What follows belongs to an exercise in optimizing a design on an open flow for small area, a short achievable clock period and few clock cycles per item; a production flow would make more cautious choices.
No functional check of the RTL was part of any run shown here.
Power is estimated from default activity; no workload was simulated.

[design/flow/flow/run.sh]
#!/bin/bash
# The standard layout, with every port buffered by the smallest buffer
# (sky130_fd_sc_hd__buf_1) and a leaner clock tree.
set -euo pipefail
bash standard.sh BUFFER_PORTS_ARGS="-buffer_cell sky130_fd_sc_hd__buf_1" CTS_ARGS="-sink_clustering_enable -repair_clock_nets -dont_use_dummy_load -buf_list sky130_fd_sc_hd__clkbuf_8" > standard.log 2>&1
[design/flow/standard.sh]
#!/bin/bash
# synth_recipe.tcl (not shown) runs the flow's synth.tcl, then flattens the netlist and writes it again
# the make line also repeats each setting of config.mk as NAME=value (left out here)
make -C /OpenROAD-flow-scripts/flow DESIGN_CONFIG=/design/flow/config.mk WORK_HOME=/design/flow/orfs CLKGATE_MAP_FILE= SYNTH_SCRIPT=/design/flow/synth_recipe.tcl "${@:-finish}"
[design/flow/config.mk]
export PLATFORM = sky130hd
export DESIGN_NAME = multiplier_1
export DESIGN_NICKNAME = multiplier_1
export VERILOG_FILES = /design/flow/design.v
export SDC_FILE = /design/flow/constraint.sdc
export NUM_CORES = 4
export LEC_CHECK = 0
export CAP_MARGIN = 20
export CORE_MARGIN = 2
export CORE_UTILIZATION = 40
export PLACE_DENSITY = 0.6
export SETUP_SLACK_MARGIN = 1.0
export SLEW_MARGIN = 20
export SYNTH_HIERARCHICAL = 1
[design/flow/constraint.sdc]
create_clock -name core_clock -period 5.0 [get_ports {clk}]
set_input_delay 1.0000 -clock core_clock [delete_from_list [all_inputs] [get_ports {clk}]]
set_output_delay 1.0000 -clock core_clock [all_outputs]
set_load 0.01 [all_outputs]
[design/flow/design.v]
module multiplier_1(
    input clk,
    input res_n,
    input start,
    output reg done,
    input [15:0] arg1,
    input [15:0] arg2,
    output reg [31:0] product
    );
    reg [0:0] cnt;             
    reg busy;                      
    reg [15:0] S, C;               
    reg [7:0] LS, LC;              
    reg [7:0] L;                  
    wire [15:0] b = arg2;          
    wire [7:0] x = busy ? b[15:8] : b[7:0];
    wire [23:0] hi = ~({S, LS} + {C, LC} + 1'b1);    
    wire [8:0] lo = {hi[8] ^ S[0] ^ C[0], hi[7:0]};   
    wire [15:0] as = ~(busy ? ~S : 16'd0);
    wire [15:0] ac = ~(busy ? ~C : 16'd0);
    wire [9:0] tr = {1'b0, ~S[15:7]} + {1'b0, ~C[15:7]};
    wire [9:0] at = ~(busy ? tr : 10'd0);
    wire aci = ~(busy & lo[8]);
    wire [15:0] pp0 = ~(x[0] ? arg1 : 16'd0);
    wire [15:0] pp1 = ~(x[1] ? arg1 : 16'd0);
    wire [15:0] pp2 = ~(x[2] ? arg1 : 16'd0);
    wire [15:0] pp3 = ~(x[3] ? arg1 : 16'd0);
    wire [15:0] pp4 = ~(x[4] ? arg1 : 16'd0);
    wire [15:0] pp5 = ~(x[5] ? arg1 : 16'd0);
    wire [15:0] pp6 = ~(x[6] ? arg1 : 16'd0);
    wire [15:0] pp7 = ~(x[7] ? arg1 : 16'd0);
    wire s1;
    wire c2;
    wire s3;
    wire c4;
    wire s5;
    wire c6;
    wire s7;
    wire c8;
    wire s9;
    wire c10;
    wire s11;
    wire c12;
    wire s13;
    wire c14;
    wire s15;
    wire c16;
    wire s17;
    wire c18;
    wire s19;
    wire c20;
    wire s21;
    wire c22;
    wire s23;
    wire c24;
    wire s25;
    wire c26;
    wire s27;
    wire c28;
    wire s29;
    wire c30;
    wire s31;
    wire c32;
    wire s33;
    wire c34;
    wire s35;
    wire c36;
    wire s37;
    wire c38;
    wire s39;
    wire c40;
    wire s41;
    wire c42;
    wire s43;
    wire c44;
    wire s45;
    wire c46;
    wire s47;
    wire c48;
    wire s49;
    wire c50;
    wire s51;
    wire c52;
    wire s53;
    wire c54;
    wire s55;
    wire c56;
    wire s57;
    wire c58;
    wire s59;
    wire c60;
    wire s61;
    wire c62;
    wire s63;
    wire c64;
    wire s65;
    wire c66;
    wire s67;
    wire c68;
    wire s69;
    wire c70;
    wire s71;
    wire c72;
    wire s73;
    wire c74;
    wire s75;
    wire c76;
    wire s77;
    wire c78;
    wire s79;
    wire c80;
    wire s81;
    wire c82;
    wire s83;
    wire c84;
    wire s85;
    wire c86;
    wire s87;
    wire c88;
    wire s89;
    wire c90;
    wire s91;
    wire c92;
    wire s93;
    wire c94;
    wire s95;
    wire c96;
    wire s97;
    wire c98;
    wire s99;
    wire c100;
    wire s101;
    wire c102;
    wire s103;
    wire c104;
    wire s105;
    wire c106;
    wire s107;
    wire c108;
    wire s109;
    wire c110;
    wire s111;
    wire c112;
    wire s113;
    wire c114;
    wire s115;
    wire c116;
    wire s117;
    wire c118;
    wire s119;
    wire c120;
    wire s121;
    wire c122;
    wire s123;
    wire c124;
    wire s125;
    wire c126;
    wire s127;
    wire c128;
    wire s129;
    wire c130;
    wire s131;
    wire c132;
    wire s133;
    wire c134;
    wire s135;
    wire c136;
    wire s137;
    wire c138;
    wire s139;
    wire c140;
    wire s141;
    wire c142;
    wire s143;
    wire c144;
    wire s145;
    wire c146;
    wire s147;
    wire c148;
    wire s149;
    wire c150;
    wire s151;
    wire c152;
    wire s153;
    wire c154;
    wire s155;
    wire c156;
    wire s157;
    wire c158;
    wire s159;
    wire c160;
    wire s161;
    wire c162;
    wire s163;
    wire c164;
    wire s165;
    wire c166;
    wire s167;
    wire c168;
    wire s169;
    wire c170;
    wire s171;
    wire c172;
    wire s173;
    wire c174;
    wire s175;
    wire c176;
    wire s177;
    wire c178;
    wire s179;
    wire c180;
    wire s181;
    wire c182;
    wire s183;
    wire c184;
    wire s185;
    wire c186;
    wire s187;
    wire c188;
    wire s189;
    wire c190;
    wire s191;
    wire c192;
    wire s193;
    wire c194;
    wire s195;
    wire c196;
    wire s197;
    wire c198;
    wire s199;
    wire c200;
    wire s201;
    wire c202;
    wire s203;
    wire c204;
    wire s205;
    wire c206;
    wire s207;
    wire c208;
    wire s209;
    wire c210;
    wire s211;
    wire c212;
    wire s213;
    wire c214;
    wire s215;
    wire c216;
    wire s217;
    wire c218;
    wire s219;
    wire c220;
    wire s221;
    wire c222;
    wire s223;
    wire c224;
    wire s225;
    wire c226;
    wire s227;
    wire c228;
    wire s229;
    wire c230;
    wire s231;
    wire c232;
    wire s233;
    wire c234;
    wire s235;
    wire c236;
    wire s237;
    wire c238;
    wire s239;
    wire c240;
    mul_fa us1 (.a(as[4]), .b(ac[4]), .c(1'b1), .s(s1), .co(c2));
    mul_fa us3 (.a(as[5]), .b(ac[5]), .c(pp0[5]), .s(s3), .co(c4));
    mul_fa us5 (.a(pp1[4]), .b(pp2[3]), .c(1'b1), .s(s5), .co(c6));
    mul_fa us7 (.a(as[6]), .b(ac[6]), .c(pp0[6]), .s(s7), .co(c8));
    mul_fa us9 (.a(pp1[5]), .b(pp2[4]), .c(pp3[3]), .s(s9), .co(c10));
    mul_fa us11 (.a(pp4[2]), .b(pp5[1]), .c(1'b1), .s(s11), .co(c12));
    mul_fa us13 (.a(at[0]), .b(pp0[7]), .c(pp1[6]), .s(s13), .co(c14));
    mul_fa us15 (.a(pp2[5]), .b(pp3[4]), .c(pp4[3]), .s(s15), .co(c16));
    mul_fa us17 (.a(pp5[2]), .b(pp6[1]), .c(pp7[0]), .s(s17), .co(c18));
    mul_fa us19 (.a(at[1]), .b(pp0[8]), .c(pp1[7]), .s(s19), .co(c20));
    mul_fa us21 (.a(pp2[6]), .b(pp3[5]), .c(pp4[4]), .s(s21), .co(c22));
    mul_fa us23 (.a(pp5[3]), .b(pp6[2]), .c(pp7[1]), .s(s23), .co(c24));
    mul_fa us25 (.a(at[2]), .b(pp0[9]), .c(pp1[8]), .s(s25), .co(c26));
    mul_fa us27 (.a(pp2[7]), .b(pp3[6]), .c(pp4[5]), .s(s27), .co(c28));
    mul_fa us29 (.a(pp5[4]), .b(pp6[3]), .c(pp7[2]), .s(s29), .co(c30));
    mul_fa us31 (.a(at[3]), .b(pp0[10]), .c(pp1[9]), .s(s31), .co(c32));
    mul_fa us33 (.a(pp2[8]), .b(pp3[7]), .c(pp4[6]), .s(s33), .co(c34));
    mul_fa us35 (.a(pp5[5]), .b(pp6[4]), .c(pp7[3]), .s(s35), .co(c36));
    mul_fa us37 (.a(at[4]), .b(pp0[11]), .c(pp1[10]), .s(s37), .co(c38));
    mul_fa us39 (.a(pp2[9]), .b(pp3[8]), .c(pp4[7]), .s(s39), .co(c40));
    mul_fa us41 (.a(pp5[6]), .b(pp6[5]), .c(pp7[4]), .s(s41), .co(c42));
    mul_fa us43 (.a(at[5]), .b(pp0[12]), .c(pp1[11]), .s(s43), .co(c44));
    mul_fa us45 (.a(pp2[10]), .b(pp3[9]), .c(pp4[8]), .s(s45), .co(c46));
    mul_fa us47 (.a(pp5[7]), .b(pp6[6]), .c(pp7[5]), .s(s47), .co(c48));
    mul_fa us49 (.a(at[6]), .b(pp0[13]), .c(pp1[12]), .s(s49), .co(c50));
    mul_fa us51 (.a(pp2[11]), .b(pp3[10]), .c(pp4[9]), .s(s51), .co(c52));
    mul_fa us53 (.a(pp5[8]), .b(pp6[7]), .c(pp7[6]), .s(s53), .co(c54));
    mul_fa us55 (.a(at[7]), .b(pp0[14]), .c(pp1[13]), .s(s55), .co(c56));
    mul_fa us57 (.a(pp2[12]), .b(pp3[11]), .c(pp4[10]), .s(s57), .co(c58));
    mul_fa us59 (.a(pp5[9]), .b(pp6[8]), .c(pp7[7]), .s(s59), .co(c60));
    mul_fa us61 (.a(at[8]), .b(pp0[15]), .c(pp1[14]), .s(s61), .co(c62));
    mul_fa us63 (.a(pp2[13]), .b(pp3[12]), .c(pp4[11]), .s(s63), .co(c64));
    mul_fa us65 (.a(pp5[10]), .b(pp6[9]), .c(pp7[8]), .s(s65), .co(c66));
    mul_fa us67 (.a(at[9]), .b(pp1[15]), .c(pp2[14]), .s(s67), .co(c68));
    mul_fa us69 (.a(pp3[13]), .b(pp4[12]), .c(pp5[11]), .s(s69), .co(c70));
    mul_fa us71 (.a(pp6[10]), .b(pp7[9]), .c(1'b1), .s(s71), .co(c72));
    mul_fa us73 (.a(pp2[15]), .b(pp3[14]), .c(pp4[13]), .s(s73), .co(c74));
    mul_fa us75 (.a(pp5[12]), .b(pp6[11]), .c(1'b1), .s(s75), .co(c76));
    mul_fa us77 (.a(pp3[15]), .b(pp4[14]), .c(1'b1), .s(s77), .co(c78));
    mul_fa us79 (.a(as[2]), .b(ac[2]), .c(1'b1), .s(s79), .co(c80));
    mul_fa us81 (.a(as[3]), .b(ac[3]), .c(pp0[3]), .s(s81), .co(c82));
    mul_fa us83 (.a(pp1[2]), .b(pp2[1]), .c(1'b1), .s(s83), .co(c84));
    mul_fa us85 (.a(s1), .b(pp0[4]), .c(pp1[3]), .s(s85), .co(c86));
    mul_fa us87 (.a(pp2[2]), .b(pp3[1]), .c(pp4[0]), .s(s87), .co(c88));
    mul_fa us89 (.a(s3), .b(s5), .c(pp3[2]), .s(s89), .co(c90));
    mul_fa us91 (.a(pp4[1]), .b(pp5[0]), .c(c2), .s(s91), .co(c92));
    mul_fa us93 (.a(s7), .b(s9), .c(s11), .s(s93), .co(c94));
    mul_fa us95 (.a(pp6[0]), .b(c4), .c(c6), .s(s95), .co(c96));
    mul_fa us97 (.a(s13), .b(s15), .c(s17), .s(s97), .co(c98));
    mul_fa us99 (.a(c8), .b(c10), .c(c12), .s(s99), .co(c100));
    mul_fa us101 (.a(s19), .b(s21), .c(s23), .s(s101), .co(c102));
    mul_fa us103 (.a(c14), .b(c16), .c(c18), .s(s103), .co(c104));
    mul_fa us105 (.a(s25), .b(s27), .c(s29), .s(s105), .co(c106));
    mul_fa us107 (.a(c20), .b(c22), .c(c24), .s(s107), .co(c108));
    mul_fa us109 (.a(s31), .b(s33), .c(s35), .s(s109), .co(c110));
    mul_fa us111 (.a(c26), .b(c28), .c(c30), .s(s111), .co(c112));
    mul_fa us113 (.a(s37), .b(s39), .c(s41), .s(s113), .co(c114));
    mul_fa us115 (.a(c32), .b(c34), .c(c36), .s(s115), .co(c116));
    mul_fa us117 (.a(s43), .b(s45), .c(s47), .s(s117), .co(c118));
    mul_fa us119 (.a(c38), .b(c40), .c(c42), .s(s119), .co(c120));
    mul_fa us121 (.a(s49), .b(s51), .c(s53), .s(s121), .co(c122));
    mul_fa us123 (.a(c44), .b(c46), .c(c48), .s(s123), .co(c124));
    mul_fa us125 (.a(s55), .b(s57), .c(s59), .s(s125), .co(c126));
    mul_fa us127 (.a(c50), .b(c52), .c(c54), .s(s127), .co(c128));
    mul_fa us129 (.a(s61), .b(s63), .c(s65), .s(s129), .co(c130));
    mul_fa us131 (.a(c56), .b(c58), .c(c60), .s(s131), .co(c132));
    mul_fa us133 (.a(s67), .b(s69), .c(s71), .s(s133), .co(c134));
    mul_fa us135 (.a(c62), .b(c64), .c(c66), .s(s135), .co(c136));
    mul_fa us137 (.a(s73), .b(s75), .c(pp7[10]), .s(s137), .co(c138));
    mul_fa us139 (.a(c68), .b(c70), .c(c72), .s(s139), .co(c140));
    mul_fa us141 (.a(s77), .b(pp5[13]), .c(pp6[12]), .s(s141), .co(c142));
    mul_fa us143 (.a(pp7[11]), .b(c74), .c(c76), .s(s143), .co(c144));
    mul_fa us145 (.a(pp4[15]), .b(pp5[14]), .c(pp6[13]), .s(s145), .co(c146));
    mul_fa us147 (.a(pp7[12]), .b(c78), .c(1'b1), .s(s147), .co(c148));
    mul_fa us149 (.a(pp5[15]), .b(pp6[14]), .c(1'b1), .s(s149), .co(c150));
    mul_fa us151 (.a(as[0]), .b(ac[0]), .c(1'b1), .s(s151), .co(c152));
    mul_fa us153 (.a(as[1]), .b(ac[1]), .c(pp0[1]), .s(s153), .co(c154));
    mul_fa us155 (.a(s79), .b(pp0[2]), .c(pp1[1]), .s(s155), .co(c156));
    mul_fa us157 (.a(s81), .b(s83), .c(pp3[0]), .s(s157), .co(c158));
    mul_fa us159 (.a(s85), .b(s87), .c(c82), .s(s159), .co(c160));
    mul_fa us161 (.a(s89), .b(s91), .c(c86), .s(s161), .co(c162));
    mul_fa us163 (.a(s93), .b(s95), .c(c90), .s(s163), .co(c164));
    mul_fa us165 (.a(s97), .b(s99), .c(c94), .s(s165), .co(c166));
    mul_fa us167 (.a(s101), .b(s103), .c(c98), .s(s167), .co(c168));
    mul_fa us169 (.a(s105), .b(s107), .c(c102), .s(s169), .co(c170));
    mul_fa us171 (.a(s109), .b(s111), .c(c106), .s(s171), .co(c172));
    mul_fa us173 (.a(s113), .b(s115), .c(c110), .s(s173), .co(c174));
    mul_fa us175 (.a(s117), .b(s119), .c(c114), .s(s175), .co(c176));
    mul_fa us177 (.a(s121), .b(s123), .c(c118), .s(s177), .co(c178));
    mul_fa us179 (.a(s125), .b(s127), .c(c122), .s(s179), .co(c180));
    mul_fa us181 (.a(s129), .b(s131), .c(c126), .s(s181), .co(c182));
    mul_fa us183 (.a(s133), .b(s135), .c(c130), .s(s183), .co(c184));
    mul_fa us185 (.a(s137), .b(s139), .c(c134), .s(s185), .co(c186));
    mul_fa us187 (.a(s141), .b(s143), .c(c138), .s(s187), .co(c188));
    mul_fa us189 (.a(s145), .b(s147), .c(c142), .s(s189), .co(c190));
    mul_fa us191 (.a(s149), .b(pp7[13]), .c(c146), .s(s191), .co(c192));
    mul_fa us193 (.a(pp6[15]), .b(pp7[14]), .c(1'b1), .s(s193), .co(c194));
    mul_fa us195 (.a(s151), .b(aci), .c(1'b1), .s(s195), .co(c196));
    mul_fa us197 (.a(s153), .b(pp1[0]), .c(c152), .s(s197), .co(c198));
    mul_fa us199 (.a(s155), .b(pp2[0]), .c(c154), .s(s199), .co(c200));
    mul_fa us201 (.a(s157), .b(c80), .c(c156), .s(s201), .co(c202));
    mul_fa us203 (.a(s159), .b(c84), .c(c158), .s(s203), .co(c204));
    mul_fa us205 (.a(s161), .b(c88), .c(c160), .s(s205), .co(c206));
    mul_fa us207 (.a(s163), .b(c92), .c(c162), .s(s207), .co(c208));
    mul_fa us209 (.a(s165), .b(c96), .c(c164), .s(s209), .co(c210));
    mul_fa us211 (.a(s167), .b(c100), .c(c166), .s(s211), .co(c212));
    mul_fa us213 (.a(s169), .b(c104), .c(c168), .s(s213), .co(c214));
    mul_fa us215 (.a(s171), .b(c108), .c(c170), .s(s215), .co(c216));
    mul_fa us217 (.a(s173), .b(c112), .c(c172), .s(s217), .co(c218));
    mul_fa us219 (.a(s175), .b(c116), .c(c174), .s(s219), .co(c220));
    mul_fa us221 (.a(s177), .b(c120), .c(c176), .s(s221), .co(c222));
    mul_fa us223 (.a(s179), .b(c124), .c(c178), .s(s223), .co(c224));
    mul_fa us225 (.a(s181), .b(c128), .c(c180), .s(s225), .co(c226));
    mul_fa us227 (.a(s183), .b(c132), .c(c182), .s(s227), .co(c228));
    mul_fa us229 (.a(s185), .b(c136), .c(c184), .s(s229), .co(c230));
    mul_fa us231 (.a(s187), .b(c140), .c(c186), .s(s231), .co(c232));
    mul_fa us233 (.a(s189), .b(c144), .c(c188), .s(s233), .co(c234));
    mul_fa us235 (.a(s191), .b(c148), .c(c190), .s(s235), .co(c236));
    mul_fa us237 (.a(s193), .b(c150), .c(c192), .s(s237), .co(c238));
    mul_fa us239 (.a(pp7[15]), .b(c194), .c(1'b1), .s(s239), .co(c240));
    wire [23:0] ra = {c240, s239, s237, s235, s233, s231, s229, s227, s225, s223, s221, s219, s217, s215, s213, s211, s209, s207, s205, s203, s201, s199, s197, s195};
    wire [23:0] rb = {1'b1, c238, c236, c234, c232, c230, c228, c226, c224, c222, c220, c218, c216, c214, c212, c210, c208, c206, c204, c202, c200, c198, c196, pp0[0]};
    always @(*) product = {hi[23:0], L};
    always @(posedge clk) begin
        if (!res_n) begin
            done <= 1'b0;
            busy <= 1'b0;
            cnt <= 0;
        end else if (!done && (busy || start)) begin
            cnt <= (cnt == 1) ? 0 : cnt + 1'b1;
            busy <= (cnt != 1);
            if (cnt == 1) done <= 1'b1;
        end
        if (!done) begin
            S <= ra[23:8];
            C <= rb[23:8];
            LS <= ra[7:0];
            LC <= rb[7:0];
            L <= lo[7:0];
        end
    end
endmodule
module mul_fa(input a, input b, input c, output s, output co);
    assign {co, s} = a + b + c;
endmodule
==> summary.txt, run 1 <==
status=no timing/DRC/antenna violations; CP peak stage delay=0.59 ns; Int Power=2.526 mW; unrepaired setup endpoints after global routing=true; crit-path cells=inv_1 > ha_2 > fa_2 > a21o_1 > a21oi_2 > o32ai_1 > nor2_1 > xor2_1 > nand2_1 > fa_1 > fa_1 > fa_1 > fa_1; CTS root buf=clkbuf_8; MaxCap Viol Count=0; Area Growth Syn to Fin=10.40%; most common cell in the netlist=nand2_1; share of total power in combinational logic=0.734; Initial Util=0.4049; Clk pwr share=0.065; initial antenna violation count=1; CTS clock-pin slew for the worst setup and hold paths=0.07 ns; Synth top area share=0.3676; critical path type=register to register; Layout fillers=1,558; via count=4,724; crit-path most repeated cell=fa_1; clk latency of the worst-skew pair=0.35 ns; ys flop type=edfxtp_1; CP Max Fanout=3; pwr dens=668.2 nW/um^2; Register Area=1692 um^2; Buf/Inv on CP=1; Placed Cells=888; routed wire length=16.02 mm; Post-synth EDFFs=55; fraction of registers with async set/reset=0; leading area contributor after synthesis=fa_1; crit-path leading delay family=adder cells; CTS max path bufs=2; YS warnings=7; synth cell count leaders=nand2_1 (156), fa_1 (122), edfxtp_1 (55); DRT Pass-1 Iters=4; Sw Ratio=0.4846; Yosys cell types=56; total track usage=0.1922; area of the multi-input gates=4832 um^2; clock skew=0.02649 ns; Synth Cell Area=6644 um^2; CTS tree=done; number of I/O pins=68; DR vias/cell=5.237; largest cells by area after synthesis=fa_1 (37%), edfxtp_1 (25%), nand2_1 (8.8%); global-route wire length before repair=26.56 mm; fraction of final layout cells sized beyond drive strength 1=0.07625; Reg power frac=0.200; Min Clock Period, post-route=4.066 ns; worst hold path class=register to register; CP Data Required Time=5.08 ns; 1st-iter DRT viols=325; # rows=47; htree depth=3; Yosys reg bits=57; post-synthesis sequential area ratio=0.2546; Critical Path AT=4.14 ns; Routed Antenna Nets=0; Slowest-stage cell, CP=fa_1; Final period util=0.8132; clock sinks=57; Peak VDD IR=367.9 uV; core box area=16,410 um^2; endpoints failing setup=0; post-DP HPWL=12.53 mm; port bufs=67; vias in the first global route=5,138; Lkg Pwr=2.613 nW; CP Capture Type=register; Mapped Cells=622; Routability Congestion=0.8800; die height=132.9 um; Nets=872; GRT overflow=0; Core Util, Final=0.4470; syn_area_per_cell=10.68 um^2; die area=17,660 um^2; Die W=132.9 um; worst relative slew slack=0.5272; crit start category=register; setup total negative slack=0 ns; Fin. Hold Viols=0; FMAX=245.9 MHz; final non-filler cell total=902; max-slew violation count=0; Routed wire per std cell=17.75 um; Remaining DRCs=0; largest net degree at the start of global routing=56; diode count=0; Net Sw Power=2.375 mW; Worst Max-Slew Pin Slew=0.7093 ns; Num CTS Buffers=9
## metrics by stage
| step | power [mW] | setup slack, ns | area, um^2 | hold slack (ns) |
|---|---|---|---|---|
| finish | 4.901 | 0.9339 | 7335 | 0.5293 |
| global route | 5.396 | 0.7967 | 7335 | 0.5785 |
| CTS | 4.850 | 0.9694 | 7281 | 0.5271 |
| detailed placement | 4.478 | 0.6851 | 7118 | 0.5177 |
| global placement | 4.376 | 0.8111 | 7118 | 0.4984 |
| floorplan | 3.485 | 1.005 | 6714 | 0.5212 |
## flip-flops by register name (all words and copies together), names as in the netlist
register  flops
C            15
busy          1
done          1
LC            8
L             8
LS            8
S            16
## area by class of cell
cell class	count	area share
sequential	57	0.2306
inverter	28	0.01433
clock buffer	9	0.01689
multi-input combinational	514	0.6588
timing repair buffer	74	0.04179
tap	220	0.03753
## layer usage
layer  GRT usage  vias to the layer above  part of all wire
li1            -                     2154                 -
met1      0.2632                     2384              0.45
met2      0.3115                      171              0.48
met3     0.03716                       15             0.059
met4     0.05914                        0             0.014
met5           0                        -                 0
## what timing repair did
| action | in CTS | in global routing |
|---|---|---|
| pin swaps | 16 | 7 |
| endpoints found under the setup margin | 15 | 21 |
| hold buffers | 0 | 0 |
| setup buffers | 3 | 2 |
| cloned | 0 | 0 |
| resized for setup | 5 | 12 |
## path summary, 6_finish.rpt
path                            from    to  slack (ns)  cells after the start
worst max register to register  C[7]  S[8]        0.93                     13
worst min-delay path            done  busy        0.53                      2
worst max-delay path            C[7]  S[8]        0.93                     13
worst min register to register  done  busy        0.53                      2
## per-module statistics from Yosys, one instance, submodules excluded
module / area (um^2) / times used
mul_fa: 20.02 / 120
multiplier_1: 4242 / 1
## worst min-delay path: stages (launching register included)
cell and delay (ns):
dfxtp_1 0.35, nand2_1 0.07, a21boi_0 0.07
## placed cells by master, fill, tap and decap left out, drive strengths merged, types with 10 or more instances in the layout
master    n
a21oi    26
buf      73
clkbuf   10
conb     14
edfxtp   55
fa      122
ha       31
inv      28
nand2   156
nand2b   17
nor2     19
o21ai    19
xnor2    13
xor2     10
## power groups by stage
| stage | Clock, mW | Combinational (mW) | Sequential, mW |
|---|---|---|---|
| 2_1_floorplan | 0 | 2.51 | 0.972 |
| 3_3_place_gp | 0 | 3.39 | 0.983 |
| 3_5_place_dp | 0 | 3.49 | 0.991 |
| 4_1_cts | 0.333 | 3.54 | 0.982 |
| 5_1_grt | 0.349 | 4.04 | 1.00 |
| 6_report | 0.321 | 3.60 | 0.980 |
## cells by family (layout without fill, tap and decap cells)
logic type / count (synthesis) / in the layout / synth area share
AND/OR/NAND/NOR: 229 / 229 / 0.1492
adder cells (fa/ha/maj): 153 / 153 / 0.4260
AO/OA/AOI/OAI: 85 / 85 / 0.08626
buffers and inverters: 64 / 111 / 0.03634
flip-flops: 57 / 57 / 0.2546
XOR/XNOR: 23 / 23 / 0.03032
multiplexers: 10 / 10 / 0.01676
other: 1 / 14 / 0.0005644
==> run 2, diff against run 1 <==
--- a/design/flow/config.mk
+++ b/design/flow/config.mk
@@ -11,3 +11,3 @@
 export PLACE_DENSITY = 0.6
-export SETUP_SLACK_MARGIN = 1.0
+export SETUP_SLACK_MARGIN = 1.4
 export SLEW_MARGIN = 20
==> summary.txt, run 2 <==
Hold Path Cell Cnt=2 (unchanged); GRT overflow=0 (unchanged); Net Sw Power=2.617 mW (+10%); vias in the first global route=5,343 (+4.0%); routed wire length=17.06 mm (+6.5%); Register Area=1693 um^2 (about the same); CP peak stage delay=0.55 ns (-0.04 ns); core box area=16,410 um^2 (unchanged); ys flop type=edfxtp_1; CP Capture Type=register; commonest non-fill, non-tap cell in the layout=nand2_1; Synth Cell Area=6644 um^2 (unchanged); FMAX=252.7 MHz (+2.8%); Num CTS Buffers=9 (unchanged); CP Data Required Time=5.06 ns (-0.02 ns); largest net degree at the start of global routing=31 (-45%); most common cell in the netlist=nand2_1; Int Power=2.904 mW (+15%); syn_area_per_cell=10.68 um^2 (unchanged); Area Growth Syn to Fin=17.51%; Nets=889 (+1.9%); CTS clock-pin slew for the worst setup and hold paths=0.06 ns (about the same); port bufs=67 (unchanged); DRT Pass-1 Iters=6 (+2); diode count=0 (unchanged); post-synthesis sequential area ratio=0.2546 (unchanged); clock skew=0.02758 ns (+0.001090 ns); Peak VDD IR=368.1 uV (about the same); YS warnings=7 (unchanged); Reg power frac=0.180 (-0.020); Yosys cell types=56 (unchanged); Fin. Hold Viols=0 (unchanged); post-DP HPWL=12.91 mm (+3.1%); CTS tree=done; htree depth=3 (unchanged); r2r startpoint=S[7]; crit-path most repeated cell=fa_2; critical path type=register to register; worst relative slew slack=0.6183 (+0.09118); CTS max path bufs=2 (unchanged); Remaining DRCs=0 (unchanged); Lkg Pwr=2.778 nW (+6.3%); status=no timing/DRC/antenna violations; Core Util, Final=0.4759 (+0.02883); Final period util=0.7914 (-0.02185); CTS root buf=clkbuf_8; Yosys reg bits=57 (unchanged); Clk pwr share=0.059 (-0.006); Worst Max-Slew Pin Slew=0.5665 ns (-0.1428 ns); FF-to-FF setup slack=1.04 ns (+0.11 ns); leading area contributor after synthesis=fa_1; hold endpoint=busy; fraction of final layout cells sized beyond drive strength 1=0.1831 (+0.1069); commonest cells after routing, fill and taps aside=nand2_1 (153), fa_1 (101), buf_1 (59); Slowest-stage cell, CP=fa_2; max-slew violation count=0 (unchanged); Routability Congestion=0.8755 (-0.51%); Initial Util=0.4049 (unchanged); Mapped Cells=622 (unchanged); hold_ws=0.5289 ns (-0.0003330 ns); clock sinks=57 (unchanged); Critical Path AT=4.02 ns (-0.12 ns); via count=4,908 (+3.9%); largest registers=S (16), C (15); Buf/Inv on CP=2 (+1); crit-path leading delay family=adder cells; hold_sp=done; setup total negative slack=0 ns (unchanged); Sw Ratio=0.4740 (-0.01060); global-route wire length before repair=27.75 mm (+4.5%); CP Max Fanout=3 (unchanged); Min Clock Period, post-route=3.957 ns (-0.1092 ns); Synth top area share=0.3676 (unchanged); crit start category=register; clk latency of the worst-skew pair=0.35 ns (about the same); r2r worst-path depth=14 (+1); synth cell count leaders=nand2_1 (156), fa_1 (122), edfxtp_1 (55); endpoints failing setup=0 (unchanged); largest cells by area after synthesis=fa_1 (37%), edfxtp_1 (25%), nand2_1 (8.8%); area of the multi-input gates=5149 um^2 (+6.6%); max reg flops=16 (unchanged); Routed wire per std cell=18.56 um (+4.5%); total track usage=0.1997 (+0.007492); Design Power=5.520 mW (+13%); Die W=132.9 um (unchanged); 1st-iter DRT viols=339 (+4.3%); pwr dens=707.1 nW/um^2 (+5.8%); crit-path cells=inv_1 > ha_2 > fa_2 > a21o_1 > a21oi_2 > buf_4 > o32ai_1 > nor2_1 > xor2_1 > nand2_1 > fa_2 > fa_2 > fa_1 > fa_1; # rows=47 (unchanged); fraction of registers with async set/reset=0 (unchanged); Routed Antenna Nets=0 (unchanged); initial antenna violation count=0 (-1); number of I/O pins=68 (unchanged); DR vias/cell=5.341 (+2.0%); unrepaired setup endpoints after global routing=true; share of total power in combinational logic=0.761 (+0.027); Layout fillers=1,488 (-4.5%); MaxCap Viol Count=0 (unchanged); largest reg by FF count=S; Post-synth EDFFs=55 (unchanged); die area=17,660 um^2 (unchanged); die height=132.9 um (unchanged); worst hold path class=register to register; FF-to-FF End=S[7]
-- run 2: cell types whose count changed in the layout (fill, tap and decap cells not counted), moves of 8 or more --
cell,previous run,this run
fa_2,6,21
ha_1,27,17
ha_4,1,9
fa_1,116,101
buf_4,7,21
-- run 2: through the flow --
stage | cells | area (um^2) | setup WS, ns
after floorplan | 635 | 6862 | 1.187
after global placement | 887 | 7174 | 1.051
after detailed placement | 888 | 7194 | 0.9708
after CTS | 912 | 7542 | 0.9945
after global routing | 919 | 7807 | 0.8725
final | 919 | 7807 | 1.043
-- run 2: power groups by stage --
stage	logic, mW	clock network (mW)	registers (mW)
after floorplan	2.53	0	0.972
after global placement	3.41	0	0.987
after detailed placement	3.51	0	0.990
after CTS	3.79	0.334	0.981
after global routing	4.62	0.351	1.02
final	4.20	0.324	0.994
-- run 2: area by class of cell --
| class | instances | share of cell area |
|---|---|---|
| inverter | 28 | 0.01346 |
| sequential | 57 | 0.2168 |
| clock buffer | 9 | 0.01587 |
| multi-input combinational | 514 | 0.6595 |
| tap | 220 | 0.03526 |
| timing repair buffer | 91 | 0.05913 |
-- run 2: metal layers --
metal,global-route usage,share of wire,wire length (um),vias to the layer above
li1,-,-,-,2193
met1,0.2738,0.44,7515,2515
met2,0.3313,0.49,8365,173
met3,0.02835,0.048,821,27
met4,0.06093,0.021,354,0
met5,0,0,0,-
-- run 2: cell families after synthesis --
family / Yosys count / synth area share
and+or+nand+nor: 229 / 0.1492
adders and majority gates: 153 / 0.4260
AOI/OAI and AO/OA: 85 / 0.08626
buffers and inverters: 64 / 0.03634
DFF: 57 / 0.2546
xor gates and xnor gates: 23 / 0.03032
muxes: 10 / 0.01676
other: 1 / 0.0005644
-- run 2: what timing repair did --
action,CTS,global route
setup buffers,15,7
resized for setup,31,50
pin swaps,24,20
hold buffers,0,0
endpoints found under the hold margin,0,0
setup endpoints to repair,40,40
-- run 2: Yosys stat by module, one instance, submodules excluded --
module	flip-flops and latches	times used	cell area [um^2]	cells
mul_fa	0	120	20.02	1
multiplier_1	57	1	4242	502
-- run 2: worst register-to-register path, delay by kind of cell, from the launching register on --
family,cells,cell delay [ns]
adder cells (fa/ha/maj),6,2.44
AO/OA/AOI/OAI,3,0.41
flip-flops,1,0.34
buffers and inverters,2,0.18
AND/OR/NAND/NOR,2,0.20
XOR/XNOR,1,0.15
-- run 2: worst max-delay path by stage --
stage            start     to  slack (ns)  cells past startpoint
2_1_floorplan     S[7]   S[7]        1.19                     13
3_3_place_gp   arg2[3]  S[10]        1.05                      7
3_5_place_dp      C[9]   S[8]        0.97                     11
4_1_cts           C[7]   S[5]        0.99                     13
5_1_grt           C[7]   S[7]        0.87                     14
6_report          S[7]   S[7]        1.04                     14
==> run 3, diff against run 2 <==
--- a/design/flow/design.v
+++ b/design/flow/design.v
@@ -16,3 +16,17 @@
     wire [7:0] x = busy ? b[15:8] : b[7:0];
-    wire [23:0] hi = ~({S, LS} + {C, LC} + 1'b1);    
+    wire [23:0] hs_a = {S, LS}, hs_b = {C, LC};
+    wire [23:0] hs_p = hs_a ^ hs_b;
+    wire [23:0] hs_g0 = {hs_a[23:1] & hs_b[23:1], hs_a[0] | hs_b[0]};
+    wire [23:0] hs_q0 = hs_p;
+    wire [23:0] hs_g1 = {hs_g0[23] | (hs_q0[23] & hs_g0[22]), hs_g0[22] | (hs_q0[22] & hs_g0[21]), hs_g0[21] | (hs_q0[21] & hs_g0[20]), hs_g0[20] | (hs_q0[20] & hs_g0[19]), hs_g0[19] | (hs_q0[19] & hs_g0[18]), hs_g0[18] | (hs_q0[18] & hs_g0[17]), hs_g0[17] | (hs_q0[17] & hs_g0[16]), hs_g0[16] | (hs_q0[16] & hs_g0[15]), hs_g0[15] | (hs_q0[15] & hs_g0[14]), hs_g0[14] | (hs_q0[14] & hs_g0[13]), hs_g0[13] | (hs_q0[13] & hs_g0[12]), hs_g0[12] | (hs_q0[12] & hs_g0[11]), hs_g0[11] | (hs_q0[11] & hs_g0[10]), hs_g0[10] | (hs_q0[10] & hs_g0[9]), hs_g0[9] | (hs_q0[9] & hs_g0[8]), hs_g0[8] | (hs_q0[8] & hs_g0[7]), hs_g0[7] | (hs_q0[7] & hs_g0[6]), hs_g0[6] | (hs_q0[6] & hs_g0[5]), hs_g0[5] | (hs_q0[5] & hs_g0[4]), hs_g0[4] | (hs_q0[4] & hs_g0[3]), hs_g0[3] | (hs_q0[3] & hs_g0[2]), hs_g0[2] | (hs_q0[2] & hs_g0[1]), hs_g0[1] | (hs_q0[1] & hs_g0[0]), hs_g0[0]};
+    wire [23:0] hs_q1 = {hs_q0[23] & hs_q0[22], hs_q0[22] & hs_q0[21], hs_q0[21] & hs_q0[20], hs_q0[20] & hs_q0[19], hs_q0[19] & hs_q0[18], hs_q0[18] & hs_q0[17], hs_q0[17] & hs_q0[16], hs_q0[16] & hs_q0[15], hs_q0[15] & hs_q0[14], hs_q0[14] & hs_q0[13], hs_q0[13] & hs_q0[12], hs_q0[12] & hs_q0[11], hs_q0[11] & hs_q0[10], hs_q0[10] & hs_q0[9], hs_q0[9] & hs_q0[8], hs_q0[8] & hs_q0[7], hs_q0[7] & hs_q0[6], hs_q0[6] & hs_q0[5], hs_q0[5] & hs_q0[4], hs_q0[4] & hs_q0[3], hs_q0[3] & hs_q0[2], hs_q0[2] & hs_q0[1], hs_q0[1] & hs_q0[0], hs_q0[0]};
+    wire [23:0] hs_g2 = {hs_g1[23] | (hs_q1[23] & hs_g1[21]), hs_g1[22] | (hs_q1[22] & hs_g1[20]), hs_g1[21] | (hs_q1[21] & hs_g1[19]), hs_g1[20] | (hs_q1[20] & hs_g1[18]), hs_g1[19] | (hs_q1[19] & hs_g1[17]), hs_g1[18] | (hs_q1[18] & hs_g1[16]), hs_g1[17] | (hs_q1[17] & hs_g1[15]), hs_g1[16] | (hs_q1[16] & hs_g1[14]), hs_g1[15] | (hs_q1[15] & hs_g1[13]), hs_g1[14] | (hs_q1[14] & hs_g1[12]), hs_g1[13] | (hs_q1[13] & hs_g1[11]), hs_g1[12] | (hs_q1[12] & hs_g1[10]), hs_g1[11] | (hs_q1[11] & hs_g1[9]), hs_g1[10] | (hs_q1[10] & hs_g1[8]), hs_g1[9] | (hs_q1[9] & hs_g1[7]), hs_g1[8] | (hs_q1[8] & hs_g1[6]), hs_g1[7] | (hs_q1[7] & hs_g1[5]), hs_g1[6] | (hs_q1[6] & hs_g1[4]), hs_g1[5] | (hs_q1[5] & hs_g1[3]), hs_g1[4] | (hs_q1[4] & hs_g1[2]), hs_g1[3] | (hs_q1[3] & hs_g1[1]), hs_g1[2] | (hs_q1[2] & hs_g1[0]), hs_g1[1], hs_g1[0]};
+    wire [23:0] hs_q2 = {hs_q1[23] & hs_q1[21], hs_q1[22] & hs_q1[20], hs_q1[21] & hs_q1[19], hs_q1[20] & hs_q1[18], hs_q1[19] & hs_q1[17], hs_q1[18] & hs_q1[16], hs_q1[17] & hs_q1[15], hs_q1[16] & hs_q1[14], hs_q1[15] & hs_q1[13], hs_q1[14] & hs_q1[12], hs_q1[13] & hs_q1[11], hs_q1[12] & hs_q1[10], hs_q1[11] & hs_q1[9], hs_q1[10] & hs_q1[8], hs_q1[9] & hs_q1[7], hs_q1[8] & hs_q1[6], hs_q1[7] & hs_q1[5], hs_q1[6] & hs_q1[4], hs_q1[5] & hs_q1[3], hs_q1[4] & hs_q1[2], hs_q1[3] & hs_q1[1], hs_q1[2] & hs_q1[0], hs_q1[1], hs_q1[0]};
+    wire [23:0] hs_g3 = {hs_g2[23] | (hs_q2[23] & hs_g2[19]), hs_g2[22] | (hs_q2[22] & hs_g2[18]), hs_g2[21] | (hs_q2[21] & hs_g2[17]), hs_g2[20] | (hs_q2[20] & hs_g2[16]), hs_g2[19] | (hs_q2[19] & hs_g2[15]), hs_g2[18] | (hs_q2[18] & hs_g2[14]), hs_g2[17] | (hs_q2[17] & hs_g2[13]), hs_g2[16] | (hs_q2[16] & hs_g2[12]), hs_g2[15] | (hs_q2[15] & hs_g2[11]), hs_g2[14] | (hs_q2[14] & hs_g2[10]), hs_g2[13] | (hs_q2[13] & hs_g2[9]), hs_g2[12] | (hs_q2[12] & hs_g2[8]), hs_g2[11] | (hs_q2[11] & hs_g2[7]), hs_g2[10] | (hs_q2[10] & hs_g2[6]), hs_g2[9] | (hs_q2[9] & hs_g2[5]), hs_g2[8] | (hs_q2[8] & hs_g2[4]), hs_g2[7] | (hs_q2[7] & hs_g2[3]), hs_g2[6] | (hs_q2[6] & hs_g2[2]), hs_g2[5] | (hs_q2[5] & hs_g2[1]), hs_g2[4] | (hs_q2[4] & hs_g2[0]), hs_g2[3], hs_g2[2], hs_g2[1], hs_g2[0]};
+    wire [23:0] hs_q3 = {hs_q2[23] & hs_q2[19], hs_q2[22] & hs_q2[18], hs_q2[21] & hs_q2[17], hs_q2[20] & hs_q2[16], hs_q2[19] & hs_q2[15], hs_q2[18] & hs_q2[14], hs_q2[17] & hs_q2[13], hs_q2[16] & hs_q2[12], hs_q2[15] & hs_q2[11], hs_q2[14] & hs_q2[10], hs_q2[13] & hs_q2[9], hs_q2[12] & hs_q2[8], hs_q2[11] & hs_q2[7], hs_q2[10] & hs_q2[6], hs_q2[9] & hs_q2[5], hs_q2[8] & hs_q2[4], hs_q2[7] & hs_q2[3], hs_q2[6] & hs_q2[2], hs_q2[5] & hs_q2[1], hs_q2[4] & hs_q2[0], hs_q2[3], hs_q2[2], hs_q2[1], hs_q2[0]};
+    wire [23:0] hs_g4 = {hs_g3[23] | (hs_q3[23] & hs_g3[15]), hs_g3[22] | (hs_q3[22] & hs_g3[14]), hs_g3[21] | (hs_q3[21] & hs_g3[13]), hs_g3[20] | (hs_q3[20] & hs_g3[12]), hs_g3[19] | (hs_q3[19] & hs_g3[11]), hs_g3[18] | (hs_q3[18] & hs_g3[10]), hs_g3[17] | (hs_q3[17] & hs_g3[9]), hs_g3[16] | (hs_q3[16] & hs_g3[8]), hs_g3[15] | (hs_q3[15] & hs_g3[7]), hs_g3[14] | (hs_q3[14] & hs_g3[6]), hs_g3[13] | (hs_q3[13] & hs_g3[5]), hs_g3[12] | (hs_q3[12] & hs_g3[4]), hs_g3[11] | (hs_q3[11] & hs_g3[3]), hs_g3[10] | (hs_q3[10] & hs_g3[2]), hs_g3[9] | (hs_q3[9] & hs_g3[1]), hs_g3[8] | (hs_q3[8] & hs_g3[0]), hs_g3[7], hs_g3[6], hs_g3[5], hs_g3[4], hs_g3[3], hs_g3[2], hs_g3[1], hs_g3[0]};
+    wire [23:0] hs_q4 = {hs_q3[23] & hs_q3[15], hs_q3[22] & hs_q3[14], hs_q3[21] & hs_q3[13], hs_q3[20] & hs_q3[12], hs_q3[19] & hs_q3[11], hs_q3[18] & hs_q3[10], hs_q3[17] & hs_q3[9], hs_q3[16] & hs_q3[8], hs_q3[15] & hs_q3[7], hs_q3[14] & hs_q3[6], hs_q3[13] & hs_q3[5], hs_q3[12] & hs_q3[4], hs_q3[11] & hs_q3[3], hs_q3[10] & hs_q3[2], hs_q3[9] & hs_q3[1], hs_q3[8] & hs_q3[0], hs_q3[7], hs_q3[6], hs_q3[5], hs_q3[4], hs_q3[3], hs_q3[2], hs_q3[1], hs_q3[0]};
+    wire [23:0] hs_g5 = {hs_g4[23] | (hs_q4[23] & hs_g4[7]), hs_g4[22] | (hs_q4[22] & hs_g4[6]), hs_g4[21] | (hs_q4[21] & hs_g4[5]), hs_g4[20] | (hs_q4[20] & hs_g4[4]), hs_g4[19] | (hs_q4[19] & hs_g4[3]), hs_g4[18] | (hs_q4[18] & hs_g4[2]), hs_g4[17] | (hs_q4[17] & hs_g4[1]), hs_g4[16] | (hs_q4[16] & hs_g4[0]), hs_g4[15], hs_g4[14], hs_g4[13], hs_g4[12], hs_g4[11], hs_g4[10], hs_g4[9], hs_g4[8], hs_g4[7], hs_g4[6], hs_g4[5], hs_g4[4], hs_g4[3], hs_g4[2], hs_g4[1], hs_g4[0]};
+    wire [24:0] hs = {hs_g5[23], hs_p ^ {hs_g5[22:0], 1'b1}};
+    wire [23:0] hi = ~hs[23:0];    
     wire [8:0] lo = {hi[8] ^ S[0] ^ C[0], hi[7:0]};   
@@ -20,3 +34,14 @@
     wire [15:0] ac = ~(busy ? ~C : 16'd0);
-    wire [9:0] tr = {1'b0, ~S[15:7]} + {1'b0, ~C[15:7]};
+    wire [8:0] tr_a = ~S[15:7], tr_b = ~C[15:7];
+    wire [8:0] tr_p = tr_a ^ tr_b;
+    wire [8:0] tr_g0 = tr_a & tr_b;
+    wire [8:0] tr_q0 = tr_p;
+    wire [8:0] tr_g1 = {tr_g0[8] | (tr_q0[8] & tr_g0[7]), tr_g0[7] | (tr_q0[7] & tr_g0[6]), tr_g0[6] | (tr_q0[6] & tr_g0[5]), tr_g0[5] | (tr_q0[5] & tr_g0[4]), tr_g0[4] | (tr_q0[4] & tr_g0[3]), tr_g0[3] | (tr_q0[3] & tr_g0[2]), tr_g0[2] | (tr_q0[2] & tr_g0[1]), tr_g0[1] | (tr_q0[1] & tr_g0[0]), tr_g0[0]};
+    wire [8:0] tr_q1 = {tr_q0[8] & tr_q0[7], tr_q0[7] & tr_q0[6], tr_q0[6] & tr_q0[5], tr_q0[5] & tr_q0[4], tr_q0[4] & tr_q0[3], tr_q0[3] & tr_q0[2], tr_q0[2] & tr_q0[1], tr_q0[1] & tr_q0[0], tr_q0[0]};
+    wire [8:0] tr_g2 = {tr_g1[8] | (tr_q1[8] & tr_g1[6]), tr_g1[7] | (tr_q1[7] & tr_g1[5]), tr_g1[6] | (tr_q1[6] & tr_g1[4]), tr_g1[5] | (tr_q1[5] & tr_g1[3]), tr_g1[4] | (tr_q1[4] & tr_g1[2]), tr_g1[3] | (tr_q1[3] & tr_g1[1]), tr_g1[2] | (tr_q1[2] & tr_g1[0]), tr_g1[1], tr_g1[0]};
+    wire [8:0] tr_q2 = {tr_q1[8] & tr_q1[6], tr_q1[7] & tr_q1[5], tr_q1[6] & tr_q1[4], tr_q1[5] & tr_q1[3], tr_q1[4] & tr_q1[2], tr_q1[3] & tr_q1[1], tr_q1[2] & tr_q1[0], tr_q1[1], tr_q1[0]};
+    wire [8:0] tr_g3 = {tr_g2[8] | (tr_q2[8] & tr_g2[4]), tr_g2[7] | (tr_q2[7] & tr_g2[3]), tr_g2[6] | (tr_q2[6] & tr_g2[2]), tr_g2[5] | (tr_q2[5] & tr_g2[1]), tr_g2[4] | (tr_q2[4] & tr_g2[0]), tr_g2[3], tr_g2[2], tr_g2[1], tr_g2[0]};
+    wire [8:0] tr_q3 = {tr_q2[8] & tr_q2[4], tr_q2[7] & tr_q2[3], tr_q2[6] & tr_q2[2], tr_q2[5] & tr_q2[1], tr_q2[4] & tr_q2[0], tr_q2[3], tr_q2[2], tr_q2[1], tr_q2[0]};
+    wire [8:0] tr_g4 = {tr_g3[8] | (tr_q3[8] & tr_g3[0]), tr_g3[7], tr_g3[6], tr_g3[5], tr_g3[4], tr_g3[3], tr_g3[2], tr_g3[1], tr_g3[0]};
+    wire [9:0] tr = {tr_g4[8], tr_p ^ {tr_g4[7:0], 1'b0}};
     wire [9:0] at = ~(busy ? tr : 10'd0);
--- a/design/flow/config.mk
+++ b/design/flow/config.mk
@@ -11,3 +11,3 @@
 export PLACE_DENSITY = 0.6
-export SETUP_SLACK_MARGIN = 1.4
+export SETUP_SLACK_MARGIN = 1.2
 export SLEW_MARGIN = 20
==> summary.txt, run 3 <==
Routability Congestion=0.8376 (-4.3%); Nets=855 (-3.8%); CTS max path bufs=2 (unchanged); Peak VDD IR=305.6 uV (-17%); status=no timing/DRC/antenna violations; synth cell count leaders=nand2_1 (149), fa_1 (122), edfxtp_1 (55); Lkg Pwr=2.615 nW (-5.9%); clock skew=0.02492 ns (-0.002663 ns); CP Data Required Time=5.06 ns (about the same); Synth Cell Area=6465 um^2 (-2.7%); Initial Util=0.4085 (+0.003517); Hold Buf Count CTS=0 (unchanged); initial antenna violation count=0 (unchanged); setup total negative slack=0 ns (unchanged); 1st-iter DRT viols=401 (+18%); Worst Max-Slew Pin Slew=0.7161 ns (+0.1496 ns); CP Max Fanout=2 (-1); worst hold path class=register to register; vias in the first global route=4,845 (-9.3%); largest cells by area after synthesis=fa_1 (38%), edfxtp_1 (26%), nand2_1 (8.7%); Synth top area share=0.3778 (+0.01017); largest reg by FF count=S; CTS root buf=clkbuf_8; Layout fillers=1,446 (-2.8%); Yosys cell types=46 (-18%); DR vias/cell=5.135 (-3.8%); CTS tree=done; clk latency of the worst-skew pair=0.34 ns (about the same); FF-to-FF setup slack=0.89 ns (-0.15 ns); most common cell in the netlist=nand2_1; fraction of registers with async set/reset=0 (unchanged); ys flop type=edfxtp_1; Mapped Cells=591 (-5.0%); Slowest-stage cell, CP=fa_2; DRT Pass-1 Iters=4 (-2); max-slew violation count=0 (unchanged); crit-path most repeated cell=fa_2; largest net degree at the start of global routing=56 (+81%); pwr dens=648.9 nW/um^2 (-8.2%); Fin. Hold Viols=0 (unchanged); hold_ws=0.5215 ns (-0.007408 ns); post-DP HPWL=11.84 mm (-8.3%); Final period util=0.8220 (+0.03067); CP Capture Type=register; Routed Antenna Nets=0 (unchanged); largest registers=S (16), C (15); hold_sp=done; die height=131.1 um (-1.3%); port bufs=67 (unchanged); crit-path leading delay family=adder cells; Die W=131.1 um (-1.3%); Placed Cells=856 (-3.6%); clock sinks=57 (unchanged); final non-filler cell total=881 (-4.1%); YS warnings=7 (unchanged); commonest non-fill, non-tap cell in the layout=nand2_1; hold endpoint=busy; Num CTS Buffers=9 (unchanged); crit start category=register; via count=4,524 (-7.8%); Hold Path Cell Cnt=2 (unchanged); Post-synth EDFFs=55 (unchanged); CTS clock-pin slew for the worst setup and hold paths=0.07 ns (about the same); Remaining DRCs=0 (unchanged); leading area contributor after synthesis=fa_1; syn_area_per_cell=10.94 um^2 (+2.4%); die area=17,200 um^2 (-2.6%); Area Growth Syn to Fin=14.48%; Routed wire per std cell=17.32 um (-6.7%); max reg flops=16 (unchanged); htree depth=3 (unchanged); Critical Path AT=4.17 ns (+0.15 ns); Design Power=4.803 mW (-13%); commonest cells after routing, fill and taps aside=nand2_1 (146), fa_1 (102), buf_1 (65); Core Util, Final=0.4676 (-0.008275); critical path type=register to register; post-synthesis sequential area ratio=0.2617 (+0.007047); worst relative slew slack=0.5226 (-0.09573); Yosys reg bits=57 (unchanged); routed wire length=15.26 mm (-11%); FF-to-FF End=S[7]; number of I/O pins=68 (unchanged); Min Clock Period, post-route=4.110 ns (+0.1533 ns); r2r worst-path depth=14 (unchanged); GRT overflow=0 (unchanged); fraction of final layout cells sized beyond drive strength 1=0.1444 (-0.03876); Buf/Inv on CP=2 (unchanged); global-route wire length before repair=24.77 mm (-11%); unrepaired setup endpoints after global routing=true; r2r startpoint=C[8]; MaxCap Viol Count=0 (unchanged); total track usage=0.1840 (-0.01566); core box area=15,830 um^2 (-3.5%); FMAX=243.3 MHz (-3.7%); # rows=46 (-2.1%); endpoints failing setup=0 (unchanged); CP peak stage delay=0.56 ns (about the same); diode count=0 (unchanged); crit-path cells=inv_2 > buf_4 > fa_2 > a21o_1 > a21oi_2 > o21bai_1 > a21oi_2 > o21ai_2 > xnor2_1 > nand2_1 > fa_2 > fa_1 > fa_2 > fa_1
## run 3: cell count changes in the layout (fill, tap and decap cells not counted), sizes merged, moves of 3 or more
cell | before | now
nor2 | 19 | 14
o21bai | 4 | 7
nand2 | 156 | 149
nand2b | 17 | 20
o311ai | 4 | 1
buf | 89 | 86
o31ai | 1 | 4
nor3 | 9 | 2
## run 3: timing repair
item / 4_1_cts / 5_1_grt
buffers inserted: 8 / 8
setup endpoints to repair: 22 / 35
gates resized for setup: 26 / 23
pin swaps: 23 / 24
## run 3: routing by layer
metal,GRT usage,vias to the layer above,part of all wire
met3,0.04244,21,0.060
li1,-,2044,-
met2,0.2939,140,0.48
met4,0.06220,0,0.017
met1,0.2494,2319,0.44
met5,0,-,0
## run 3: how the worst max path moves through the flow
| stage | endpoint | slack [ns] | from | cells after the start |
|---|---|---|---|---|
| floorplan | S[8] | 1.15 | C[7] | 14 |
| global placement | S[7] | 0.96 | C[7] | 14 |
| detailed placement | S[8] | 0.92 | S[9] | 12 |
| CTS | S[5] | 0.95 | C[7] | 13 |
| global route | S[7] | 0.81 | S[7] | 14 |
| finish | S[7] | 0.89 | C[8] | 14 |
## run 3: layout make-up
class	instances	area [um^2]	area share
repair buffers	86	396.6	0.05359
flip-flops and latches	57	1693	0.2287
clock buffers	9	123.9	0.01674
inverters	29	108.9	0.01471
multi-input cells	484	4808	0.6497
well taps	216	270.3	0.03652
## run 3: cell families after synthesis
group	Yosys count	synth area share
AOI/OAI and AO/OA	75	0.07509
xor gates and xnor gates	27	0.03658
adders and majority gates	153	0.4378
buffers and inverters	63	0.03696
DFF	57	0.2617
muxes	9	0.01568
other	1	0.0005801
and+or+nand+nor	206	0.1357
## run 3: stage by stage
| step | cell area [um^2] | worst slack [ns] |
|---|---|---|
| detailed placement | 6960 | 0.9196 |
| floorplan | 6565 | 1.150 |
| global route | 7401 | 0.8147 |
| finish | 7401 | 0.8898 |
| CTS | 7236 | 0.9541 |
| global placement | 6960 | 0.9578 |
## run 3: worst reg2reg max path: stages (launching register included)
cell      delay (ns)
edfxtp_1        0.36
inv_2           0.06
buf_4           0.13
fa_2            0.38
a21o_1          0.18
a21oi_2         0.16
o21bai_1        0.09
a21oi_2         0.19
o21ai_2         0.08
xnor2_1         0.17
nand2_1         0.11
fa_2            0.55
fa_1            0.44
fa_2            0.56
fa_1            0.39
## run 3: where the power goes
group          switching [mW]  internal, mW  total [mW]  leakage (nW)
combinational            1.97          1.52        3.48          2.00
sequential              0.118         0.884        1.00         0.553
clock                   0.162         0.159       0.321        0.0647
total                    2.24          2.56        4.80          2.62
## run 3: Yosys stat by module, one instance, submodules excluded
module	flip-flops and latches	cells	copies in the design	area, um^2
multiplier_1	57	471	1	4063
mul_fa	0	1	120	20.02
==> run 4, diff against run 3 <==
--- a/design/flow/config.mk
+++ b/design/flow/config.mk
@@ -11,3 +11,3 @@
 export PLACE_DENSITY = 0.6
-export SETUP_SLACK_MARGIN = 1.2
+export SETUP_SLACK_MARGIN = 1.5
 export SLEW_MARGIN = 20
==> summary.txt, run 4 <==
status=no timing/DRC/antenna violations; DR vias/cell=5.145 (+0.19%); max layer used=met4; CTS max path bufs=2 (unchanged); CTS root buf=clkbuf_8; Die W=131.1 um (unchanged); ys flop type=edfxtp_1; die area=17,200 um^2 (unchanged); clk latency of the worst-skew pair=0.36 ns (+0.02 ns); commonest cells after routing, fill and taps aside=nand2_1 (138), fa_1 (93), edfxtp_1 (55); main combinational cell family by area after synthesis=adder cells; setup total negative slack=0 ns (unchanged); MaxCap Viol Count=0 (unchanged); adder-cell share of the synthesized area=0.4378 (unchanged); syn_area_per_cell=10.94 um^2 (unchanged); WL met3=800 um (-12%); GRT overflow=0 (unchanged); dpl ws=0.9552 ns (+0.03558 ns); unrepaired setup endpoints after global routing=true; Area Growth Syn to Fin=21.73%; htree depth=3 (unchanged); 1st-iter DRT viols=334 (-17%); leading area contributor after synthesis=fa_1; # rows=46 (unchanged); worst relative slew slack=0.4999 (-0.02276); commonest non-fill, non-tap cell in the layout=nand2_1; worst setup margin=0.9571 ns (+0.06732 ns); Fin. Hold Viols=0 (unchanged); critical path type=register to register; Remaining DRCs=0 (unchanged); routed wire length=16.27 mm (+6.6%); Mapped Cells=591 (unchanged); clock skew=0.03212 ns (+0.007202 ns); Design Power=5.459 mW (+14%); post-DP HPWL=12.10 mm (+2.1%); max reg flops=16 (unchanged); Routed Antenna Nets=0 (unchanged); Synth Area in XOR/XNOR=0.03658 (unchanged); clock sinks=57 (unchanged); Post-synth EDFFs=55 (unchanged); fraction of final layout cells sized beyond drive strength 1=0.2584 (+0.1141); Simple-Gate Fraction of Synth Area=0.1357 (unchanged); DR WL met2=8.288 mm (+13%); max-slew violation count=0 (unchanged); CP Capture Type=register; global-route wire length before repair=26.19 mm (+5.7%); CTS clock-pin slew for the worst setup and hold paths=0.06 ns (about the same); Routability Congestion=0.8250 (-1.5%); Nets=871 (+1.9%); Routed met1 length=7.063 mm (+4.9%); total track usage=0.1954 (+0.01140); via count=4,615 (+2.0%); Routed wire per std cell=18.14 um (+4.7%); DRT Pass-1 Iters=5 (+1); Initial Util=0.4085 (unchanged); initial antenna violation count=0 (unchanged); Critical Path AT=4.13 ns (-0.04 ns); diode count=0 (unchanged); Layout fillers=1,427 (-1.3%); hold_ws=0.5140 ns (-0.007565 ns); FMAX=247.3 MHz (+1.7%); largest net degree at the start of global routing=56 (unchanged); die height=131.1 um (unchanged); pwr dens=693.6 nW/um^2 (+6.9%); Min Clock Period, post-route=4.043 ns (-0.06732 ns); endpoints failing setup=0 (unchanged); final instance area=7870 um^2 (+6.3%); CP Max Fanout=2 (unchanged); compound-gate portion of the synthesized area=0.07509 (unchanged); Peak VDD IR=318.5 uV (+4.2%); worst hold path class=register to register; Synth Cell Area=6465 um^2 (unchanged); number of I/O pins=68 (unchanged); Yosys reg bits=57 (unchanged); Num CTS Buffers=9 (unchanged); Lkg Pwr=2.798 nW (+7.0%); crit start category=register; fraction of registers with async set/reset=0 (unchanged); largest cells by area after synthesis=fa_1 (38%), edfxtp_1 (26%), nand2_1 (8.7%); Yosys cell types=46 (unchanged); core box area=15,830 um^2 (unchanged); YS warnings=7 (unchanged); mux contribution to synthesized area=0.01568 (unchanged); most common cell in the netlist=nand2_1; largest registers=S (16), C (15); port bufs=67 (unchanged); Final period util=0.8086 (-0.01346); CTS tree=done; largest reg by FF count=S; Worst Max-Slew Pin Slew=0.7502 ns (+0.03415 ns); Post-DP Area=7053 um^2 (+1.3%); post-synthesis sequential area ratio=0.2617 (unchanged); vias in the first global route=5,067 (+4.6%); Hold Buf Count CTS=0 (unchanged); Synth top area share=0.3778 (unchanged); CP Data Required Time=5.09 ns (+0.03 ns); synth cell count leaders=nand2_1 (149), fa_1 (122), edfxtp_1 (55)
run 4: cell counts after synthesis:
No cell type changed its count.
run 4: area by class of cell:
cell class                 instances  area (um^2)  area share
clock buffer                       9        123.9     0.01574
inverter                          29        108.9     0.01383
multi-input combinational        484         5116      0.6501
sequential                        57         1695      0.2154
tap                              216        270.3     0.03434
timing repair buffer             102        555.5     0.07059
run 4: path summary, 6_finish.rpt:
check        start  endpoint  slack, ns  cells past startpoint
max           C[7]      S[5]       0.96                     14
min           done      busy       0.51                      2
max reg2reg   C[7]      S[5]       0.96                     14
min reg2reg   done      busy       0.51                      2
run 4: per-layer routing:
layer,vias up,GRT usage
li1,2084,-
met2,142,0.3404
met1,2381,0.2549
met4,0,0.04348
met3,8,0.03742
met5,-,0
run 4: kinds of logic (layout without fill, tap and decap cells):
kind of cell | after synthesis | count (layout)
and+or+nand+nor | 206 | 206
adders and majority gates | 153 | 153
AOI/OAI and AO/OA | 75 | 75
buffers and inverters | 63 | 140
DFF | 57 | 57
xor gates and xnor gates | 27 | 27
muxes | 9 | 9
other | 1 | 14
run 4: power by group:
group | leakage (nW) | internal (mW) | switching, mW | total [mW]
clock network | 0.0647 | 0.160 | 0.171 | 0.331
registers | 0.553 | 0.883 | 0.121 | 1.00
logic | 2.18 | 1.88 | 2.25 | 4.12
run 4: what timing repair did:
item / 4_1_cts / 5_1_grt
buffers inserted: 16 / 17
pin swaps: 29 / 29
gates resized for setup: 55 / 49
setup endpoints to repair: 44 / 42
run 4: modules after synthesis (local to each module, per instance):
module	flip-flops and latches	cells inside
mul_fa	0	1
multiplier_1	57	471
run 4: through the flow:
| stage | cells | util |
|---|---|---|
| after floorplan | 604 | - |
| after global placement | 855 | 0.4456 |
| after detailed placement | 855 | 0.4456 |
| after CTS | 880 | 0.4785 |
| after global routing | 897 | 0.4972 |
| final | 897 | 0.4972 |
run 4: critical path: stages, from the launching register on:
cell and delay, ns:
edfxtp_1 0.35, inv_1 0.08, ha_4 0.17, fa_2 0.34
a21o_1 0.18, a21oi_2 0.16, o21bai_1 0.09, a21oi_2 0.15
buf_4 0.13, xnor2_2 0.10, nand2_1 0.09, fa_2 0.55
fa_2 0.45, fa_2 0.55, fa_2 0.42

## static timing again, ports no longer ideal
The flow's constraints put no driver on any port. The routed layouts listed below were extracted and timed again, unchanged, in two steps. Step 1: set_driving_cell puts a clkbuf_16 on clk and a buf_2 on each other input, an assumption about the parent block. Step 2 also shifts input and output timing later by t, the mid clock arrival at the registers, as if the neighbouring blocks saw the same clock. Slacks: ideal ports / drivers / drivers and shift; pairs: ideal ports / drivers.
run	shift t [ns]	slack for setup (ns)	worst setup path after step 2	slew at the worst register clock pin (ns)
run 1	0.370	0.934 / 0.934 / 0.934	register to register	0.07 / 0.07
run 2	0.363	1.043 / 1.043 / 1.043	register to register	0.08 / 0.08
run 3	0.364	0.890 / 0.890 / 0.890	register to register	0.08 / 0.08
run 4	0.377	0.957 / 0.957 / 0.957	register to register	0.08 / 0.08
After both steps every run listed still meets setup and hold.
